What follows belongs to an exercise in optimizing a design on an open flow for small area; a production flow would make more cautious choices.
Function was checked by simulation only, so behaviour that the tests miss may differ from the original.

[flow/design.v]
module clk_divider #(
    parameter integer INPUT_FREQ = 50_000_000
) (
    input  wire clk,
    input  wire rst,
    output reg  tick_1hz,
    output reg  tick_10hz,
    output reg  tick_1khz
);
    localparam integer DIV_1HZ   = INPUT_FREQ;
    localparam integer DIV_10HZ  = INPUT_FREQ / 10;
    localparam integer DIV_1KHZ  = INPUT_FREQ / 1000;
    integer cnt_1hz;
    integer cnt_10hz;
    integer cnt_1khz;
    always @(posedge clk or posedge rst) begin
        if (rst) begin
            cnt_1hz  <= 0;
            tick_1hz <= 1'b0;
        end else if (cnt_1hz >= DIV_1HZ - 1) begin
            cnt_1hz  <= 0;
            tick_1hz <= 1'b1;
        end else begin
            cnt_1hz  <= cnt_1hz + 1;
            tick_1hz <= 1'b0;
        end
    end
    always @(posedge clk or posedge rst) begin
        if (rst) begin
            cnt_10hz  <= 0;
            tick_10hz <= 1'b0;
        end else if (cnt_10hz >= DIV_10HZ - 1) begin
            cnt_10hz  <= 0;
            tick_10hz <= 1'b1;
        end else begin
            cnt_10hz  <= cnt_10hz + 1;
            tick_10hz <= 1'b0;
        end
    end
    always @(posedge clk or posedge rst) begin
        if (rst) begin
            cnt_1khz  <= 0;
            tick_1khz <= 1'b0;
        end else if (cnt_1khz >= DIV_1KHZ - 1) begin
            cnt_1khz  <= 0;
            tick_1khz <= 1'b1;
        end else begin
            cnt_1khz  <= cnt_1khz + 1;
            tick_1khz <= 1'b0;
        end
    end
endmodule
module button_debouncer #(
    parameter integer STABLE_COUNT = 5
) (
    input  wire clk,
    input  wire rst,
    input  wire tick_1khz,
    input  wire btn_in,
    output reg  btn_state,
    output reg  btn_rise,
    output reg  btn_fall
);
    reg sync_0;
    reg sync_1;
    reg prev_state;
    integer stable_cnt;
    always @(posedge clk or posedge rst) begin
        if (rst) begin
            sync_0 <= 1'b0;
            sync_1 <= 1'b0;
        end else begin
            sync_0 <= btn_in;
            sync_1 <= sync_0;
        end
    end
    always @(posedge clk or posedge rst) begin
        if (rst) begin
            stable_cnt <= 0;
            btn_state  <= 1'b0;
            prev_state <= 1'b0;
            btn_rise   <= 1'b0;
            btn_fall   <= 1'b0;
        end else begin
            btn_rise <= 1'b0;
            btn_fall <= 1'b0;
            if (tick_1khz) begin
                if (sync_1 == btn_state) begin
                    stable_cnt <= 0;
                end else begin
                    if (stable_cnt >= STABLE_COUNT) begin
                        btn_state  <= sync_1;
                        btn_rise   <= (sync_1 & ~btn_state);
                        btn_fall   <= (~sync_1 & btn_state);
                        stable_cnt <= 0;
                    end else begin
                        stable_cnt <= stable_cnt + 1;
                    end
                end
            end
            prev_state <= btn_state;
        end
    end
endmodule
module gear_selector (
    input  wire rst,
    input  wire [5:0] gear_sw,
    output reg  [2:0] gear_level
);
    always @(*) begin
        if (rst) begin
            gear_level = 3'd0;
        end else if (gear_sw[5]) begin
            gear_level = 3'd6;
        end else if (gear_sw[4]) begin
            gear_level = 3'd5;
        end else if (gear_sw[3]) begin
            gear_level = 3'd4;
        end else if (gear_sw[2]) begin
            gear_level = 3'd3;
        end else if (gear_sw[1]) begin
            gear_level = 3'd2;
        end else if (gear_sw[0]) begin
            gear_level = 3'd1;
        end else begin
            gear_level = 3'd0;
        end
    end
endmodule
module engine_model #(
    parameter integer SPEED_MAX      = 400,
    parameter integer IDLE_RPM       = 800,
    parameter integer WARNING_RPM    = 5500,
    parameter integer OVERLOAD_RPM   = 7000,
    parameter integer RPM_LIMIT      = 8000
) (
    input  wire        clk,
    input  wire        rst,
    input  wire        tick_10hz,
    input  wire        throttle,
    input  wire        brake,
    input  wire [2:0]  gear,
    output reg  [8:0]  speed_kmh,
    output reg  [13:0] rpm,
    output wire        overload
);
    reg [8:0] next_speed;
    localparam integer FINAL_DRIVE = 41;     
    localparam integer WHEEL_PER   = 6000;   
    localparam integer GEAR1 = 360;
    localparam integer GEAR2 = 219;
    localparam integer GEAR3 = 141;
    localparam integer GEAR4 = 100;
    localparam integer GEAR5 = 83;
    localparam integer GEAR6 = 72;
    function [13:0] calc_rpm;
        input [8:0] speed;
        input [2:0] g;
        reg [63:0] wheel_rpm_fp;  
        integer    gear_fp;
        reg [63:0] result_fp;
        begin
            if (g == 0) begin
                calc_rpm = IDLE_RPM;
            end else begin
                wheel_rpm_fp = speed * WHEEL_PER;
                case (g)
                    3'd1: gear_fp = GEAR1;
                    3'd2: gear_fp = GEAR2;
                    3'd3: gear_fp = GEAR3;
                    3'd4: gear_fp = GEAR4;
                    3'd5: gear_fp = GEAR5;
                    default: gear_fp = GEAR6;
                endcase
                result_fp = wheel_rpm_fp * FINAL_DRIVE * gear_fp;
                result_fp = result_fp / 1_000_000;
                if (result_fp < IDLE_RPM) begin
                    calc_rpm = IDLE_RPM;
                end else if (result_fp > RPM_LIMIT) begin
                    calc_rpm = RPM_LIMIT;
                end else begin
                    calc_rpm = result_fp[13:0];
                end
            end
        end
    endfunction
    function [3:0] accel_step;
        input [2:0] g;
        begin
            case (g)
                3'd1: accel_step = 4'd2;
                3'd2: accel_step = 4'd3;
                3'd3: accel_step = 4'd4;
                3'd4: accel_step = 4'd5;
                3'd5: accel_step = 4'd6;
                3'd6: accel_step = 4'd6;
                default: accel_step = 4'd0;
            endcase
        end
    endfunction
    function [3:0] brake_step;
        input [2:0] g;
        begin
            case (g)
                3'd1: brake_step = 4'd4;
                3'd2: brake_step = 4'd5;
                3'd3: brake_step = 4'd6;
                3'd4: brake_step = 4'd7;
                3'd5: brake_step = 4'd7;
                default: brake_step = 4'd8;
            endcase
        end
    endfunction
    function [8:0] gear_speed_max;
        input [2:0] g;
        begin
            case (g)
                3'd1: gear_speed_max = 9'd30;
                3'd2: gear_speed_max = 9'd70;
                3'd3: gear_speed_max = 9'd130;
                3'd4: gear_speed_max = 9'd200;
                3'd5: gear_speed_max = 9'd300;
                3'd6: gear_speed_max = 9'd400;
                default: gear_speed_max = SPEED_MAX[8:0];
            endcase
        end
    endfunction
    always @(posedge clk or posedge rst) begin
        if (rst) begin
            speed_kmh <= 9'd0;
            rpm       <= IDLE_RPM;
        end else if (tick_10hz) begin
            next_speed = speed_kmh;
            if (brake) begin
                if (speed_kmh <= brake_step(gear))
                    next_speed = 9'd0;
                else
                    next_speed = speed_kmh - brake_step(gear);
            end else if (throttle) begin
                if (speed_kmh < gear_speed_max(gear)) begin
                    if (speed_kmh + accel_step(gear) >= gear_speed_max(gear))
                        next_speed = gear_speed_max(gear);
                    else
                        next_speed = speed_kmh + accel_step(gear);
                end else if (speed_kmh + accel_step(gear) >= SPEED_MAX) begin
                    next_speed = SPEED_MAX[8:0];
                end else begin
                    next_speed = speed_kmh + accel_step(gear);
                end
            end else begin
                if (speed_kmh > 0)
                    next_speed = speed_kmh - 1'b1;
            end
            speed_kmh <= next_speed;
            rpm       <= calc_rpm(next_speed, gear);
        end
    end
    assign overload = (rpm >= OVERLOAD_RPM);
endmodule
module seg7_decoder (
    input  wire [3:0] value,
    output reg  [7:0] seg
);
    reg [7:0] seg_active_low;
    always @(*) begin
        case (value)
            4'd0: seg_active_low = 8'b1100_0000;
            4'd1: seg_active_low = 8'b1111_1001;
            4'd2: seg_active_low = 8'b1010_0100;
            4'd3: seg_active_low = 8'b1011_0000;
            4'd4: seg_active_low = 8'b1001_1001;
            4'd5: seg_active_low = 8'b1001_0010;
            4'd6: seg_active_low = 8'b1000_0010;
            4'd7: seg_active_low = 8'b1111_1000;
            4'd8: seg_active_low = 8'b1000_0000;
            4'd9: seg_active_low = 8'b1001_0000;
            default: seg_active_low = 8'b1111_1111;
        endcase
        seg = ~seg_active_low;  
    end
endmodule
module seven_seg_display (
    input  wire        clk,
    input  wire        rst,
    input  wire        tick_1khz,
    input  wire [31:0] value,
    output reg  [7:0]  seg,
    output reg  [7:0]  an
);
    reg [1:0] digit_idx;
    wire [2:0] active_digit;
    wire [3:0] digit_val;
    function [3:0] nibble;
        input [31:0] v;
        input [1:0]  idx;
        begin
            case (idx)
                2'd0: nibble = v[11:8];  
                2'd1: nibble = v[7:4];   
                default: nibble = v[3:0];  
            endcase
        end
    endfunction
    wire [7:0] decoded;
    seg7_decoder decoder(
        .value(digit_val),
        .seg(decoded)
    );
    always @(posedge clk or posedge rst) begin
        if (rst) begin
            digit_idx <= 2'd0;
            seg       <= 8'hff;
            an        <= 8'hff;
        end else if (tick_1khz) begin
            if (digit_idx == 2'd2)
                digit_idx <= 2'd0;
            else
                digit_idx <= digit_idx + 1'b1;
            seg <= decoded;
            an  <= ~(8'b1 << active_digit);
        end
    end
    assign active_digit = 3'd5 + digit_idx;  
    assign digit_val    = nibble(value, digit_idx);
endmodule
module servo_driver #(
    parameter integer FRAME_TICKS     = 1_000_000,  
    parameter integer MIN_PULSE_TICK  = 50_000,     
    parameter integer MAX_PULSE_TICK  = 100_000     
) (
    input  wire        clk,
    input  wire        rst,          
    input  wire [9:0]  duty_level,   
    output wire        pwm_out
);
    reg [19:0] cnt;  
    wire [31:0] high_count;
    assign high_count = MIN_PULSE_TICK +
                        ((MAX_PULSE_TICK - MIN_PULSE_TICK) * duty_level) / 1000;
    always @(posedge clk or posedge rst) begin
        if (rst) begin
            cnt <= 20'd0;
        end else if (cnt == FRAME_TICKS - 1) begin
            cnt <= 20'd0;
        end else begin
            cnt <= cnt + 20'd1;
        end
    end
    assign pwm_out = (cnt < high_count);
endmodule
module piezo_beeper #(
    parameter integer INPUT_FREQ = 50_000_000,
    parameter integer FREQ_MIN   = 50,    
    parameter integer FREQ_MAX   = 500    
) (
    input  wire        clk,
    input  wire        rst,
    input  wire [13:0] rpm,
    output reg         piezo_out
);
    integer divider;
    integer counter;
    function integer clamp_freq;
        input [13:0] rpm_val;
        integer freq;
        begin
            freq = FREQ_MIN + (rpm_val * (FREQ_MAX - FREQ_MIN)) / 8000;
            if (freq < FREQ_MIN) freq = FREQ_MIN;
            if (freq > FREQ_MAX) freq = FREQ_MAX;
            clamp_freq = freq;
        end
    endfunction
    always @(posedge clk or posedge rst) begin
        if (rst) begin
            divider   <= INPUT_FREQ / (2 * FREQ_MIN);
            counter   <= 0;
            piezo_out <= 1'b0;
        end else begin
            divider <= INPUT_FREQ / (2 * clamp_freq(rpm));
            if (counter >= divider) begin
                counter   <= 0;
                piezo_out <= ~piezo_out;
            end else begin
                counter <= counter + 1;
            end
        end
    end
endmodule
module car_dashboard_top (
    input  wire clk_50mhz,
    input  wire dip_sw8_reset,
    input  wire [5:0] dip_sw_gears,
    input  wire key_accel_n,
    input  wire key_brake_n,
    output wire [7:0] led_rpm,
    output wire [7:0] seg_single,
    output wire [7:0] ar_seg,
    output wire [7:0] ar_sel,
    output wire servo_ctrl,
    output wire piezo_out,
    output wire f_led1_r,
    output wire f_led1_g,
    output wire f_led1_b,
    output wire f_led2_r,
    output wire f_led2_g,
    output wire f_led2_b,
    output wire f_led3_r,
    output wire f_led3_g,
    output wire f_led3_b,
    output wire f_led4_r,
    output wire f_led4_g,
    output wire f_led4_b
);
    wire rst = dip_sw8_reset;
    localparam integer CLK_FREQ = 100_000;
    wire tick_1hz;
    wire tick_10hz;
    wire tick_1khz;
    clk_divider #(
        .INPUT_FREQ(CLK_FREQ)
    ) u_divider (
        .clk(clk_50mhz),
        .rst(rst),
        .tick_1hz(tick_1hz),
        .tick_10hz(tick_10hz),
        .tick_1khz(tick_1khz)
    );
    wire deb_accel;
    wire deb_brake;
    button_debouncer u_accel (
        .clk(clk_50mhz),
        .rst(rst),
        .tick_1khz(tick_1khz),
        .btn_in(~key_accel_n),
        .btn_state(deb_accel),
        .btn_rise(),
        .btn_fall()
    );
    button_debouncer u_brake (
        .clk(clk_50mhz),
        .rst(rst),
        .tick_1khz(tick_1khz),
        .btn_in(~key_brake_n),
        .btn_state(deb_brake),
        .btn_rise(),
        .btn_fall()
    );
    wire [2:0] gear_level;
    gear_selector u_gear (
        .rst(rst),
        .gear_sw(dip_sw_gears),
        .gear_level(gear_level)
    );
    wire [8:0] speed_kmh;
    wire [13:0] rpm;
    wire overload;
    engine_model u_engine (
        .clk(clk_50mhz),
        .rst(rst),
        .tick_10hz(tick_10hz),
        .throttle(deb_accel),
        .brake(deb_brake),
        .gear(gear_level),
        .speed_kmh(speed_kmh),
        .rpm(rpm),
        .overload(overload)
    );
    reg [7:0] led_level;
    always @(*) begin
        if (rpm < 1000)
            led_level = 8'b0000_0001;
        else if (rpm < 2500)
            led_level = 8'b0000_0011;
        else if (rpm < 4000)
            led_level = 8'b0000_0111;
        else if (rpm < 5500)
            led_level = 8'b0000_1111;
        else if (rpm < 6500)
            led_level = 8'b0001_1111;
        else if (rpm < 7200)
            led_level = 8'b0011_1111;
        else if (rpm < 7800)
            led_level = 8'b0111_1111;
        else
            led_level = 8'b1111_1111;
    end
    assign led_rpm = led_level;
    reg color_r;
    reg color_g;
    reg color_b;
    always @(*) begin
        if (rpm < 5500) begin
            color_r = 1'b0;
            color_g = 1'b1;
            color_b = 1'b1;
        end else if (rpm < 7000) begin
            color_r = 1'b1;
            color_g = 1'b1;
            color_b = 1'b0;
        end else begin
            color_r = 1'b1;
            color_g = 1'b0;
            color_b = 1'b0;
        end
    end
    assign f_led1_r = color_r;
    assign f_led1_g = color_g;
    assign f_led1_b = color_b;
    assign f_led2_r = color_r;
    assign f_led2_g = color_g;
    assign f_led2_b = color_b;
    assign f_led3_r = color_r;
    assign f_led3_g = color_g;
    assign f_led3_b = color_b;
    assign f_led4_r = color_r;
    assign f_led4_g = color_g;
    assign f_led4_b = color_b;
    wire [7:0] gear_seg;
    seg7_decoder u_gear_seg (
        .value({1'b0, gear_level}),
        .seg(gear_seg)
    );
    assign seg_single = gear_seg;
    reg [31:0] speed_value;
    always @(*) begin
        speed_value = 32'hffff_ffff;
        speed_value[3:0]  = speed_kmh % 10;
        speed_value[7:4]  = (speed_kmh / 10) % 10;
        speed_value[11:8] = (speed_kmh / 100) % 10;
    end
    seven_seg_display u_speed (
        .clk(clk_50mhz),
        .rst(rst),
        .tick_1khz(tick_1khz),
        .value(speed_value),
        .seg(ar_seg),
        .an(ar_sel)
    );
    wire [9:0] servo_level = (rpm >= 8000) ? 10'd1000 : (rpm * 32'd1000) / 32'd8000;
    servo_driver #(
        .FRAME_TICKS(CLK_FREQ / 50),
        .MIN_PULSE_TICK(CLK_FREQ / 1000),
        .MAX_PULSE_TICK(CLK_FREQ / 500)
    ) u_servo (
        .clk(clk_50mhz),
        .rst(rst),
        .duty_level(servo_level),
        .pwm_out(servo_ctrl)
    );
    piezo_beeper #(
        .INPUT_FREQ(CLK_FREQ)
    ) u_piezo (
        .clk(clk_50mhz),
        .rst(rst),
        .rpm(rpm),
        .piezo_out(piezo_out)
    );
endmodule
[flow/config.mk]
export PLATFORM = sky130hd
export DESIGN_NAME = car_dashboard_top
export DESIGN_NICKNAME = car_dashboard_top
export VERILOG_FILES = /design/flow/design.v
export SDC_FILE = /design/flow/constraint.sdc
export NUM_CORES = 4
export LEC_CHECK = 0
export CAP_MARGIN = 20
export CORE_MARGIN = 2
export CORE_UTILIZATION = 40
export SLEW_MARGIN = 20
[flow/run.sh]
#!/bin/bash
# synth_recipe.tcl (not shown) runs the flow's synth.tcl, then flattens the netlist and writes it again
# the make line also repeats each setting of config.mk as NAME=value (left out here)
make -C /OpenROAD-flow-scripts/flow DESIGN_CONFIG=/design/flow/config.mk WORK_HOME=/design/flow/orfs CLKGATE_MAP_FILE= SYNTH_SCRIPT=/design/flow/synth_recipe.tcl finish
[flow/constraint.sdc]
create_clock -name core_clock -period 120.0 [get_ports {clk_50mhz}]
set_input_delay 24.0000 -clock core_clock [delete_from_list [all_inputs] [get_ports {clk_50mhz}]]
set_output_delay 24.0000 -clock core_clock [all_outputs]
set_load 0.01 [all_outputs]
==> results.txt <==
status finished clean; Sink Count 261; Final HPWL DP between 150000 and 200000 um; vias in the first global route 68900; Worst Setup End Kind register; post-synthesis sequential area ratio under 10%; reg2reg path depth between 400 and 500; FF-to-FF setup slack around 19 ns; Final ANT Viol Nets 0; fmax 9.889 MHz; global-route wire length before repair around 350000 um; post-CTS setup buffer count 0; Filler cells around 19000; Placement Rows about 160; worst skew pair latency around 0.60 ns; hold buffer count at CTS 0; count of final setup violators 0; Via Count a little over 70000; die area ~190000 um^2; all-layer global routing usage a little over a fifth; DRC 0; max-cap viol count 0; CTS clk-pin slew, worst paths roughly 0.06 ns; syn_area_per_cell between 7 and 8 um^2; #FFs+latches synth ~260; most common cell in the netlist nor2_1; routability cong. approximately 0.90; Synth warnings 9; die width between 400 and 500 um; worst r2r src u_engine.rpm[3]; hold path start u_brake.sync_0; final worst slack approximately 19 ns; slowest stage delay, CP between 0.8 and 0.9 ns; Detailed Route Iter0 Violations 5461; maximum fanout along the worst path 34; Clock Skew 0.01701 ns; Async S/R FF share, synth 100.0%; hold depth 0; slew margin rel. a little under a quarter; Final Hold Violating Endpoints 0; Area growth syn-to-layout 5.771%; setup TNS 0 ns; Slew Limit Fails 0; Worst Path Arrival 101.58 ns; WL/cell 17.05 um; antenna violations before repair 0; largest net degree at the start of global routing 96; core area ~180000 um^2; # nets final ~11000; CTS resizes 0; HP Class register to register; Max H-tree Level 2; Top FF cell, synth dfrtp_1; Place WS approximately 20 ns; Critical-path top delay cell nor4_2; post-synthesis cell area between 70000 and 80000 um^2; TritonCTS clock tree done; maximum root-to-sink buffer count 3; Congestion Overflow GR 0; post-synth top area share 14.00%; hold endpoint u_brake.sync_1; port bufs between 50 and 60; TritonCTS Buffers 35; reg-to-reg endpoint u_piezo.divider[0]; I/O pin count 56; synth top area cells ha_1 14%, dfrtp_1 8.1%, fa_1 7.3%; Starting Density 40.12%; Synth cell types 164; RSZ-0062 raised after global routing false; EDFF count, synth 0; root cell of the clock tree clkbuf_16; final wirelength roughly 210000 um; Crit Path Category register to register; worst slew pin tran 1.148 ns; synth cell count leaders 992 x nor2_1, 880 x nand2_1, 819 x ha_1, 746 x inv_1, 641 x a21oi_1; cell accounting for the most synthesized area ha_1; WP data required between 100 and 150 ns; crit-path most repeated cell a21o_1; type of origin of the critical path register; minimum clock period a little over 100 ns; Final Cycle Share 84.27%; DIE HEIGHT roughly 430 um; TritonRoute pass-1 iters 6; via/cell ratio 5.887; post-synthesis instance total 9881; share of cells above drive strength 1 approximately 6%
[cell families (layout without fill, tap and decap cells)]
| group | Yosys count | after routing | synth area share [%] |
|---|---|---|---|
| buffers and inverters | 1053 | 944 | 5.670 |
| flip-flops | 261 | 261 | 8.963 |
| XOR/XNOR | 754 | 754 | 9.200 |
| adder cells (fa/ha/maj) | 1112 | 1112 | 21.66 |
| AND/OR/NAND/NOR | 3615 | 3615 | 24.50 |
| other | 2 | 77 | 0.01026 |
| multiplexers | 194 | 194 | 2.849 |
| AO/OA/AOI/OAI | 2890 | 2890 | 27.14 |
[per-layer routing]
layer	up-vias	global-route usage, %	routed length [um]
met4	0	4.265	3297
met5	-	0	0
met1	34450	30.57	100800
met3	212	1.254	8037
met2	1666	36.64	96460
li1	35680	-	-
[sequential cells by signal, summed over array words and instances, names as in the netlist, 2 cells and up]
name                flops
u_divider.cnt_1khz     32
u_accel.stable_cnt     32
u_engine.rpm           14
u_speed.an              8
u_speed.seg             8
u_piezo.divider        31
u_speed.digit_idx       2
u_engine.speed_kmh      9
u_divider.cnt_10hz     32
u_servo.cnt            20
u_piezo.counter        32
u_brake.stable_cnt     32
[critical path, delay by kind of cell (launching register included)]
kind	cells	cell delay [ns]
muxes	9	2.88
adders and majority gates	32	10.89
and+or+nand+nor	150	30.86
DFF	1	0.54
xor gates and xnor gates	4	1.39
AOI/OAI and AO/OA	227	47.32
buffers and inverters	30	6.80
[worst max-delay path by stage]
stage / start / to / slack [ns] / depth (start not counted)
floorplan: u_engine.rpm[3] / u_piezo.divider[0] / 33.30 / 480
global placement: u_engine.rpm[3] / u_piezo.divider[0] / 22.75 / 452
detailed placement: u_engine.rpm[3] / u_piezo.divider[0] / 20.04 / 452
CTS: u_engine.rpm[3] / u_piezo.divider[0] / 19.62 / 452
global route: u_engine.rpm[5] / u_piezo.divider[0] / 9.17 / 458
finish: u_engine.rpm[3] / u_piezo.divider[0] / 18.88 / 452
[final cells by class]
cell class / count / area, um^2 / share of cell area (%)
repair buffers: 111 / 969.7 / 1.252
well taps: 2385 / 2984 / 3.853
flip-flops and latches: 261 / 6564 / 8.476
clock buffers: 45 / 973.4 / 1.257
inverters: 769 / 2894 / 3.737
diodes: 1 / 2.502 / 0.003231
multi-input cells: 8641 / 62860 / 81.17
clock inverters: 19 / 192.7 / 0.2488
[stage by stage]
step	instance area [um^2]	hold WS, ns	instances	utilization (%)
after floorplan	73500	0.3312	9955	-
after global placement	76260	0.3431	12170	41.79
after detailed placement	76260	0.3478	12170	41.79
after CTS	77430	0.3596	12230	42.43
after global routing	77440	0.3626	12230	42.44
final	77440	0.3594	12230	42.44
[cells in the final DEF, fill, tap and decap left out, types with 68 or more instances in the layout]
cell,Yosys,layout
mux2i_1,98,97
and3_1,169,169
a211oi_1,102,101
o211ai_1,96,96
o21ai_1,73,72
inv_1,746,745
o21bai_1,68,68
mux2_2,77,77
ha_1,819,819
o21a_1,130,130
or3_1,70,70
a31oi_1,142,142
nor2b_1,101,101
dfrtp_1,236,235
nor3_1,268,266
xnor2_1,475,475
xor2_1,263,263
nand3_1,289,289
fa_1,268,268
and2_1,164,164
nand2b_1,167,167
a21o_1,218,218
nor4_1,90,90
conb_1,2,76
nor2_1,992,988
a21oi_1,641,639
o31ai_1,91,91
o21ai_0,557,557
nand2_1,880,879
nand4_1,113,113

-- separate check: timing with driven ports --
The results above use ideal ports. As a check the final layout listed here was re-extracted and re-timed, cells and wires unchanged.
Step 1 (the two cells are an assumption about what drives the block):
set clk [get_ports {clk_50mhz}]
set_driving_cell -lib_cell sky130_fd_sc_hd__clkbuf_16 $clk
set_driving_cell -lib_cell sky130_fd_sc_hd__buf_2 [delete_from_list [all_inputs] $clk]
Step 2 also shifts input and output timing later by t, the mid clock arrival at the registers, as if the neighbouring blocks saw the same clock.
Three values: no drivers, after step 1, after step 2; two values: the first two.
t (ns): 0.671
slack for setup (ns): 18.878 / 18.878 / 18.878
worst hold slack (ns): 0.359 / 0.359 / 0.359
latest minus earliest clock arrival (ns): 0.025 / 0.025
After both steps setup and hold are still met in this run. The setup slack of this run moves by 0.000 ns with the drivers and by 0.000 ns with both steps.
